This is an optimization exercise on Yosys and OpenROAD, whose aim is small area and a short achievable clock period, not a production implementation.
RTL that was checked went through simulation tests only; none was proved equivalent to the original.
Power and IR drop assume default switching activity.

## delta
Design mmu_top, start of the top module:
module mmu_top(
    clk,
    active,
    datain,
    win,
    wwrite,
    maccout,
    wout,
    wwriteout,
    activeout,
    dataout
);
    input clk;
    input active;
    input [63:0] datain;
    input [63:0] win;
    input [7:0] wwrite;
    output wire [127:0] maccout;
    output wire [63:0] wout;
    output wire [7:0] wwriteout;
    output wire [7:0] activeout;
    output wire [63:0] dataout;
  reg [15:1] act_q;
  wire [15:0] act = {act_q, active};
  always @(posedge clk) act_q <= act[14:0];
  assign activeout = act_q[15:8];
  reg [7:0] r0c0_d, r0c0_w, r0c0_wo;
  reg r0c0_ww;
  wire [7:0] r0c0_di = datain[7:0];
  wire [7:0] r0c0_wi = win[7:0];
  wire r0c0_wwi = wwrite[0];
  wire r0c0_e = r0c0_wwi | r0c0_ww;
  wire r0c0_a = act[0];
  wire [7:0] r0c0_dn = r0c0_a ? r0c0_di : r0c0_d;
  wire [7:0] r0c0_wn = r0c0_e ? r0c0_wi : r0c0_w;
  always @(posedge clk) begin
    r0c0_ww <= r0c0_wwi;
    r0c0_d <= r0c0_dn;
    r0c0_w <= r0c0_wn;
    r0c0_wo <= r0c0_w;
  end
  wire r0c0_pp0_0 = ~(r0c0_di[0] & r0c0_w[0]);
  wire r0c0_pp0_1 = ~(r0c0_di[0] & r0c0_w[1]);
  wire r0c0_pp0_2 = ~(r0c0_di[0] & r0c0_w[2]);
  wire r0c0_pp0_3 = ~(r0c0_di[0] & r0c0_w[3]);
  ...
Size in the first run: about 410 I/O pins, about 200000 um^2 of cells after synthesis.
make LEC_CHECK=0 CAP_MARGIN=20 CORE_MARGIN=2 CORE_UTILIZATION=45 SLEW_MARGIN=20 SYNTH_HIERARCHICAL=1 finish   # period 5.5 ns
run.sh (not shown) runs the stock make flow with config.mk's settings and CLKGATE_MAP_FILE= SYNTH_SCRIPT=/design/flow/synth_recipe.tcl, a recipe that flattens the netlist after the stock synthesis.
Inputs modified between delta and garnet:
-- flow/config.mk --
<<< delta, line 9
export CORE_MARGIN = 2
export CORE_UTILIZATION = 45
export SLEW_MARGIN = 20
export SYNTH_HIERARCHICAL = 1
>>> garnet, line 9
export CORE_MARGIN = 2
export CORE_UTILIZATION = 45
export SETUP_SLACK_MARGIN = 2.0
export SLEW_MARGIN = 20
export SYNTH_HIERARCHICAL = 1
--- outcome ---
garnet finished every step from synthesis to the final layout, and the layout passed the timing, DRC and antenna checks. Part of the total power dissipated in combinational logic | garnet above delta. Diff garnet..delta | detail-routed via count per cell | negligible. The core of garnet is more densely filled than that of delta. Taking delta as the reference, in garnet final cell count without fillers now sits higher, worst setup slack now sits higher, number of clock buffer instances in the layout now sits higher, initial antenna violation count now sits higher. Against delta as the reference, garnet delivers a higher first-pass detailed-route iteration total. Fmax in garnet is 18% higher than in delta. The lower wire length on met2 came out of delta. In the tables for garnet and delta, total wire length after detailed routing reads higher with garnet.
Function was not checked in any run of this note: the RTL went through the layout flow alone.


mmu_top, a different RTL version from the one above (not shown whole).
For scale: roughly 14000 cells after synthesis, roughly 0.20 mm^2 of cells after synthesis.
Settings: LEC_CHECK=0, CAP_MARGIN=20, CORE_MARGIN=2, CORE_UTILIZATION=45, CTS_CLUSTER_DIAMETER=150, CTS_CLUSTER_SIZE=30, SETUP_SLACK_MARGIN=2.0, SLEW_MARGIN=20, SYNTH_HIERARCHICAL=1; clock period 5.5 ns.
The starting point ran to the end with no violations.
Rerun with:
CTS_CLUSTER_DIAMETER = unset   (was 150)
CTS_CLUSTER_SIZE = unset   (was 30)
What happened:
- The new run completed without violations
- setup slack is worse by 21 ps
- wire length rises by 1.4%
- register-to-register slack hardly moves
- power rises by 9.8%
- final area rises by 4.2%
- sequential power stays flat
- utilization rises by 2.0 points
- clock skew is about the same
- maximum frequency falls by 0.59%
- synthesized area is unchanged
- die area stays the same
Rerun with:
CTS_CLUSTER_DIAMETER = 120   (was unset)
CTS_CLUSTER_SIZE = 24   (was unset)
Outcome: The changed run passed the timing, DRC and antenna checks; count of clock-buffer cells in the layout shrinks by 219; routed wire length shrinks by 1.3%; critical path depth does not change; register-to-register slack degrades by 30 ps; clock power shrinks by 44%.


Setup of v6:
Another version of the RTL of mmu_top (not shown whole).
Size: ~15,000 cells after synthesis, ~210,000 sq um of cells after synthesis.
Settings: LEC_CHECK=0, CAP_MARGIN=20, CORE_MARGIN=2, CORE_UTILIZATION=45, SETUP_SLACK_MARGIN=2.0, SLEW_MARGIN=20, SYNTH_HIERARCHICAL=1; clock period 5.5 ns.
--- input diff v6..v7 ---
Settings: CORE_UTILIZATION changed from 45 to 60.
--- outcome ---
Cmp v7 and v6 / portion of total power attributed to the clock network / higher: v6
The clock group total power was comparable across v7 and v6.
Going from v6 to v7, arrival time reported for the critical path endpoint grows by 0.11 ns.
Est. power | v7 vs v6 | v7 higher

## what the ideal ports hide
No port has a modelled driver above. Below, the same layouts with a new extraction and two added sets of constraints. Step 1, drivers: a clkbuf_16 drives clk and a buf_2 each remaining input, both assumed. Step 2, shift: input delay + t, output delay - t, t = (earliest + latest rising clock arrival at the registers) / 2. This alone moves slack from input paths to output paths. Three values: no drivers, after step 1, after step 2; two values: the first two.
run | t, ns | slack for setup (ns) | latest minus earliest clock arrival (ns)
delta | 1.047 | 0.309 / 0.199 / 0.534 | 0.047 / 0.047
garnet | 1.046 | 1.097 / 0.987 / 1.007 | 0.051 / 0.051
the first run of note 2 | 1.007 | 1.983 / 1.871 / 1.112 | 0.083 / 0.084
the second run of note 2 | 1.050 | 1.962 / 1.857 / 1.069 | 0.063 / 0.063
the third run of note 2 | 1.017 | 1.995 / 1.888 / 1.080 | 0.061 / 0.062
v6 | 1.060 | 1.774 / 1.781 / 0.797 | 0.067 / 0.067
v7 | 1.037 | 1.639 / 1.639 / 0.778 | 0.043 / 0.044
After both steps setup and hold are still met in every run listed. For v6, which loses most, drivers alone change the setup slack by +0.007 ns; drivers and shift together by -0.977 ns.
